What follows belongs to an exercise in optimizing a design on an open flow for small area; a production flow would make more cautious choices. Only simulation tests tie the RTL to the original design; equivalence was not proved. Power figures rest on the tool's default switching activity, not on a simulated workload.

==> module tx_fifo, before the edit <==
module tx_fifo (
    input  wire       clk,
    input  wire       rst,      
    input  wire       grst,     
    input  wire [7:0] din,
    input  wire       wr_en,
    input  wire       rd_en,
    output wire [7:0] dout,
    output wire       empty
);
reg [6:0] wr_ptr;
reg [6:0] rd_ptr;
wire full = (wr_ptr[5:0] == rd_ptr[5:0]) && (wr_ptr[6] != rd_ptr[6]);
assign empty = (wr_ptr == rd_ptr);
wire acc = wr_en && !full && !rst;
reg [5:0] ph;
reg [511:0] ring;
reg [7:0] d0, d1, d2;
reg [5:0] l0, l1, l2;
reg v0, v1, v2;
wire [5:0] ph1 = ph + 6'd1;
wire [5:0] q_in = ph1 - wr_ptr[5:0];
wire [5:0] q0 = ph1 - l0;
wire [5:0] q1 = ph1 - l1;
wire [5:0] q2 = ph1 - l2;
wire c_in = acc && q_in[1:0] == 2'd0;
wire c0 = v0 && q0[1:0] == 2'd0;
wire c1 = v1 && q1[1:0] == 2'd0;
wire c2 = v2;                     
wire we = c_in | c0 | c1 | c2;
wire [7:0] wbus = c_in ? din : c0 ? d0 : c1 ? d1 : d2;
wire [3:0] wtap = c_in ? q_in[5:2] : c0 ? q0[5:2] : c1 ? q1[5:2] : q2[5:2];
integer t;
always @(posedge clk) begin
    ring <= {ring[503:0], ring[511:504]};
    for (t = 0; t < 16; t = t + 1)
        if (we && wtap == t)
            ring[32*t +: 8] <= wbus;
end
always @(posedge clk) begin
    d0 <= din;
    l0 <= wr_ptr[5:0];
    v0 <= acc && !c_in;
    d1 <= d0;
    l1 <= l0;
    v1 <= v0 && !c0;
    d2 <= d1;
    l2 <= l1;
    v2 <= v1 && !c1;
end
wire [5:0] H = rd_ptr[5:0];
wire [5:0] hpos = ph - H;
assign dout = (v0 && l0 == H) ? d0 :
              (v1 && l1 == H) ? d1 :
              (v2 && l2 == H) ? d2 : ring[8*hpos +: 8];
always @(posedge clk)
    if (grst) ph <= 6'd0;
    else ph <= ph + 6'd1;
always @(posedge clk) begin
    if (rst) begin
        wr_ptr <= 'd0;
        rd_ptr <= 'd0;
    end
    else begin
        if (wr_en && !full)
            wr_ptr <= wr_ptr + 'd1;
        if (rd_en && !empty)
            rd_ptr <= rd_ptr + 'd1;
    end
end
endmodule
export LEC_CHECK = 0
export CAP_MARGIN = 20
export CORE_MARGIN = 2
export CORE_UTILIZATION = 40
export CTS_CLUSTER_DIAMETER = 100
export CTS_CLUSTER_SIZE = 25
export SLEW_MARGIN = 20
create_clock -name core_clock -period 10.0 [get_ports {clk}]
standard.sh (not shown) runs the stock make flow with config.mk's settings and CLKGATE_MAP_FILE= SYNTH_SCRIPT=/design/flow/synth_recipe.tcl, a recipe that flattens the netlist after the stock synthesis.
==> flow/flow/run.sh <==
#!/bin/bash
# Own layout flow: the standard layout (standard.sh), except that
# - the standard synthesis maps its combinational logic with an area-oriented
#   ABC script (flow/abc_area.script) instead of ORFS's speed script; the rest
#   of the synthesis, registers included, is unchanged: the only change is
#   the -script argument of yosys's abc call;
# - clock tree synthesis inserts no dummy loads and uses clkbuf_8 above the
#   sink clusters (CTS_ARGS, which ORFS's cts.tcl uses in place of its own).
# Each tool's output goes to a log file of its own in the work folder.
set -euo pipefail
W=$(pwd)
F="$W/flow"

# synthesis script: synth_recipe.tcl with abc's -script argument replaced
{
  echo "proc abc {args} { set i [lsearch \$args -script]; lset args [expr {\$i+1}] {$F/abc_area.script}; yosys abc {*}\$args }"
  cat "$W/synth_recipe.tcl"
} > "$W/own_synth.tcl"

# the standard make command with that synthesis script, for the synthesis only
sed "s#SYNTH_SCRIPT=[^ ]*#SYNTH_SCRIPT=$W/own_synth.tcl#" "$W/standard.sh" > "$W/own_synth.sh"
grep -q "SYNTH_SCRIPT=$W/own_synth.tcl" "$W/own_synth.sh"

bash "$W/own_synth.sh" synth > "$W/synth.log" 2>&1
# the rest of the standard layout, from the floorplan to the final DEF
B=sky130_fd_sc_hd__clkbuf
CTS="-sink_clustering_enable -repair_clock_nets -dont_use_dummy_load -sink_clustering_size 25 -sink_clustering_max_diameter 120 -tree_buf ${B}_8 -root_buf ${B}_8"
bash "$W/standard.sh" "CTS_ARGS=$CTS" finish > "$W/layout.log" 2>&1
test -f "$W/out/final.def"
==> flow/flow/abc_area.script <==
&get -n
&st
&synch2
&dch -f
&nf -R 1000 -p -F 8 -A 4 -a
&put
Rerun with:
--- a/flow/design.v
+++ b/flow/design.v
@@ -173,11 +173,39 @@
     l2 <= l1;
     v2 <= v1 && !c1;
 end
-wire [5:0] H = rd_ptr[5:0];
-wire [5:0] hpos = ph - H;
-assign dout = (v0 && l0 == H) ? d0 :
-              (v1 && l1 == H) ? d1 :
-              (v2 && l2 == H) ? d2 : ring[8*hpos +: 8];
+reg [7:0] hreg;
+reg [7:0] slot0;
+reg [2:0] fwait;
+reg fact;
+assign dout = hreg;
+wire rd = rd_en && !empty && !rst;
+wire [5:0] hcell = ph - rd_ptr[5:0];
+always @(posedge clk) begin
+    if (acc && wr_ptr[5:0] == 6'd0)
+        slot0 <= din;
+    if (rst) begin
+        hreg <= slot0;
+        fwait <= 3'd0;
+        fact <= 1'b0;
+    end
+    else if (acc && empty) begin
+        hreg <= din;
+        fwait <= 3'd0;
+        fact <= 1'b0;
+    end
+    else if (rd) begin
+        fwait <= 3'd4;
+        fact <= 1'b0;
+    end
+    else if (fwait != 3'd0) begin
+        fwait <= fwait - 3'd1;
+        if (fwait == 3'd1) fact <= 1'b1;
+    end
+    else if (fact && hcell == 6'd63) begin
+        hreg <= ring[511:504];
+        fact <= 1'b0;
+    end
+end
 always @(posedge clk)
     if (grst) ph <= 6'd0;
     else ph <= ph + 6'd1;
=>
- The changed run completed without violations
- cell count shrinks by about 6%
- setup slack loses 160 ps
- sequential share of layout area grows by 4.8 points
- die area shrinks by 6.2%
- routed wire length shrinks by 14%
- non-clock buffer count shrinks by 15
- clock-buffer cell count grows by 2
- maximum frequency shrinks by 2.6%
- design area shrinks by 6.2%
- clock skew grows by 18 ps

========
Another version of the RTL of dac8734_ctrl (not shown whole).
Size in the first run: about 4,300 cells after synthesis, about 16 I/O pins, about 0.059 mm^2 of cells after synthesis.
Settings: LEC_CHECK=0, CAP_MARGIN=20, CORE_MARGIN=2, CORE_UTILIZATION=40, CTS_CLUSTER_DIAMETER=100, CTS_CLUSTER_SIZE=25, SLEW_MARGIN=20; clock period 10.0 ns.
run.sh (not shown) runs the stock make flow with config.mk's settings and CLKGATE_MAP_FILE= SYNTH_SCRIPT=/design/flow/synth_recipe.tcl, a recipe that flattens the netlist after the stock synthesis.
Stock flow here: none of the scripts above is used.
Rerun with:
--- a/flow/design.v
+++ b/flow/design.v
@@ -436,50 +436,48 @@
     input clk,
     input rst,
     input rx_wr,              
     input [7:0] rx_byte,      
     input commit,             
     input capture,            
-    input s_ok,               
     input [4:0] rd_j,         
     output reg [31:0] S,      
     output [7:0] B_out,       
     output [4:0] B_k,         
     output [7:0] rd_byte
 );
     reg [255:0] R, B, C;
     reg [4:0] ph;
     reg clr;                  
     reg [4:0] hR, hB, hC;
     reg rx_pend;
     reg cb_req, cb_act, cc_req, cc_act;
-    reg [3:0] s_pend;         
     wire wr_now = rx_pend && (ph == hR + 5'd1);
     wire zero = rst | clr;
     wire [7:0] R_out = R[255:248];
     assign B_out = B[255:248];
     assign B_k = hB - ph;
     wire [7:0] C_out = C[255:248];
     always @(posedge clk) begin
         R <= {R[247:0], zero ? 8'h00 : (wr_now ? rx_byte : R_out)};
         B <= {B[247:0], zero ? 8'h00 : (cb_act ? R_out : B_out)};
         C <= {C[247:0], zero ? 8'h00 : (cc_act ? B_out : C_out)};
     end
+    wire [4:0] kS = hR - ph;
     always @(posedge clk)
         if (rst) begin
             ph <= 5'd0;
             clr <= 1'b1;
             hR <= 5'd0;
             hB <= 5'd0;
             hC <= 5'd0;
             rx_pend <= 1'b0;
             cb_req <= 1'b0;
             cb_act <= 1'b0;
             cc_req <= 1'b0;
             cc_act <= 1'b0;
-            s_pend <= 4'd0;
             S <= 32'd0;
         end
         else begin
             ph <= ph + 5'd1;
             if (ph == 5'd31) clr <= 1'b0;
             if (rx_wr) rx_pend <= 1'b1;
@@ -490,20 +488,14 @@
             if (commit) cb_req <= 1'b1;
             else if (cb_req && ph == 5'd31) begin
                 cb_req <= 1'b0;
                 cb_act <= 1'b1;
                 hB <= hR;
             end
-            else if (cb_act && ph == 5'd31) begin
-                cb_act <= 1'b0;
-                s_pend <= 4'hf;
-            end
-            if (s_ok && B_k[4:2] == 3'b000 && s_pend[B_k[1:0]]) begin
-                S[8*B_k[1:0] +: 8] <= B_out;
-                s_pend[B_k[1:0]] <= 1'b0;
-            end
+            else if (cb_act && ph == 5'd31) cb_act <= 1'b0;
+            if (cb_act && kS[4:2] == 3'b000) S[8*kS[1:0] +: 8] <= R_out;
             if (capture) cc_req <= 1'b1;
             else if (cc_req && ph == 5'd31) begin
                 cc_req <= 1'b0;
                 cc_act <= 1'b1;
                 hC <= hB;
             end
@@ -836,21 +828,32 @@
     input wire lsb_first,
     input wire data_load,
     input wire [31:0] data_in,
     input wire write,
     output wire sdo
     );
-reg [5:0] k;     
-always @(posedge CLK100MHZ)
-    if (reset || write)
-        k <= 6'd0;
-    else if (data_load && k != 6'd33)
-        k <= k + 6'd1;
-wire [4:0] j = k[4:0] - 5'd1;                   
-wire [4:0] sel = lsb_first ? j : ~j;
-assign sdo = (k != 6'd0) && (k[5] == 1'b0 || k[4:0] == 5'd0) && data_in[sel];
+reg [33:0] data;
+assign sdo = (lsb_first)? data[0]:data[33];
+always @(posedge CLK100MHZ) begin
+    if(reset) begin
+        data[33:0] <= 34'h0;
+    end
+    else begin
+        if(write == 1'b1) begin
+            data[33:0] <= {1'b0,data_in[31:0],1'b0};
+        end
+        else if(data_load == 1'b1) begin
+            if( lsb_first == 1'b1 ) begin
+                data[33:0] <= {1'b0, data[33:1]};
+            end
+            else begin
+                data[33:0] <= {data[32:0], 1'b0};
+            end
+        end
+    end
+end
 endmodule
 `timescale 1ns / 1ps
 module shift_register_in(
     input wire CLK100MHZ,
     input wire reset,
     input wire lsb_first,
@@ -889,13 +892,12 @@
     input  wire CLK100MHZ,
     input  wire reset,
     input  wire [31:0] spi_word,
     input  wire spi_config_selected,
     input  wire spi_data_selected,
     output wire busy,
-    output wire loading,            
     output wire sdo,
     output wire cpol,
     output wire cspol,
     output wire slave_en,
     output wire cs_next,
     output wire sck_next,
@@ -921,13 +923,12 @@
 wire spi_counter_end;
 wire reduced_config_cpha = config_cpha ^ config_slave_en;
 localparam [2:0] IDLE = 3'd0, LOW = 3'd1, HIGH = 3'd2, WAIT_LOW = 3'd3,
                  LAST_HIGH = 3'd4, LAST_LOW = 3'd5, EXTEND_LOW = 3'd6;
 reg [2:0] spi_fsm_state;
 assign busy = busy_state;
-assign loading = initialize_reg;
 assign cpol = config_cpol;
 assign cspol = config_cspol;
 assign slave_en = config_slave_en;
 assign cs_next = cs_next_state;
 assign sck_next = sck_next_state;
 assign cs_val[NUM_CS-1:0] = config_cs[NUM_CS-1:0];
@@ -1181,13 +1182,12 @@
     .clk                                (clk),
     .rst                                (reset),
     .rx_wr                              (btf_wr),
     .rx_byte                            (btf_byte),
     .commit                             (btf_commit),
     .capture                            (btf_capture),
-    .s_ok                               (spi_loading),
     .rd_j                               (cap_rd_j),
     .S                                  (BTF_Buffer),
     .B_out                              (B_out),
     .B_k                                (B_k),
     .rd_byte                            (cap_rd_byte)
 );
@@ -1215,13 +1215,12 @@
     .patterns                               (patterns)
 );
 reg spi_reset;
 reg spi_config_selected;
 reg spi_data_selected;
 wire busy;
-wire spi_loading;
 wire sdo;
 wire cpol;
 wire cspol;
 wire slave_en;
 wire cs_next;
 wire sck_next;
@@ -1232,13 +1231,12 @@
     .CLK100MHZ                           (clk),
     .reset                               (spi_reset | reset),
     .spi_word                            (BTF_Buffer[31:0]),
     .spi_config_selected                 (spi_config_selected),
     .spi_data_selected                   (spi_data_selected),
     .busy                                (busy),
-    .loading                             (spi_loading),
     .sdo                                 (sdo),
     .cpol                                (cpol),
     .cspol                               (cspol),
     .slave_en                            (slave_en),
     .cs_next                             (cs_next),
     .sck_next                            (sck_next),
What happened: Clock skew barely changes. Clock power goes up by about 4%. Die area climbs by 1.9%. Cell count came out higher by 3.8%. Power grows by 3.7%. Routed wire length rose by 5.0%. Worst setup slack is worse by 0.37 ns. Sequential cell count came out higher by 24. Utilization is higher by 0.12 points. Count of clock-buffer cells in the layout drops by 21. Via count rose by 3.1%. Fmax went down by 5.9%. Combinational power increases by 9.8%.

[what the ideal ports hide]
The results above use ideal ports. As a check the final layouts listed here were re-extracted and re-timed, cells and wires unchanged. Step 1, drivers: a clkbuf_16 drives clk and a buf_2 each remaining input, both assumed. Step 2 times the ports against the registers' clock, not the clock port: input delays grow and output delays shrink by t, the midpoint of the rising clock arrivals with the driver on. Slacks: no drivers / after step 1 / after step 2; pairs: no drivers / after step 1.
run | t (ns) | setup slack, ns | worst register clock-pin slew, ns
the first run of note 1 | 0.888 | 3.925 / 3.857 / 3.903 | 0.12 / 0.12
the second run of note 1 | 0.873 | 3.762 / 3.690 / 4.345 | 0.11 / 0.11
the first run of note 2 | 0.755 | 4.036 / 3.958 / 4.211 | 0.11 / 0.11
the second run of note 2 | 0.787 | 3.662 / 3.662 / 3.662 | 0.10 / 0.10
After both steps every run listed still meets setup and hold. For the first run of note 1, which loses most, drivers alone change the setup slack by -0.068 ns; drivers and shift together by -0.022 ns.
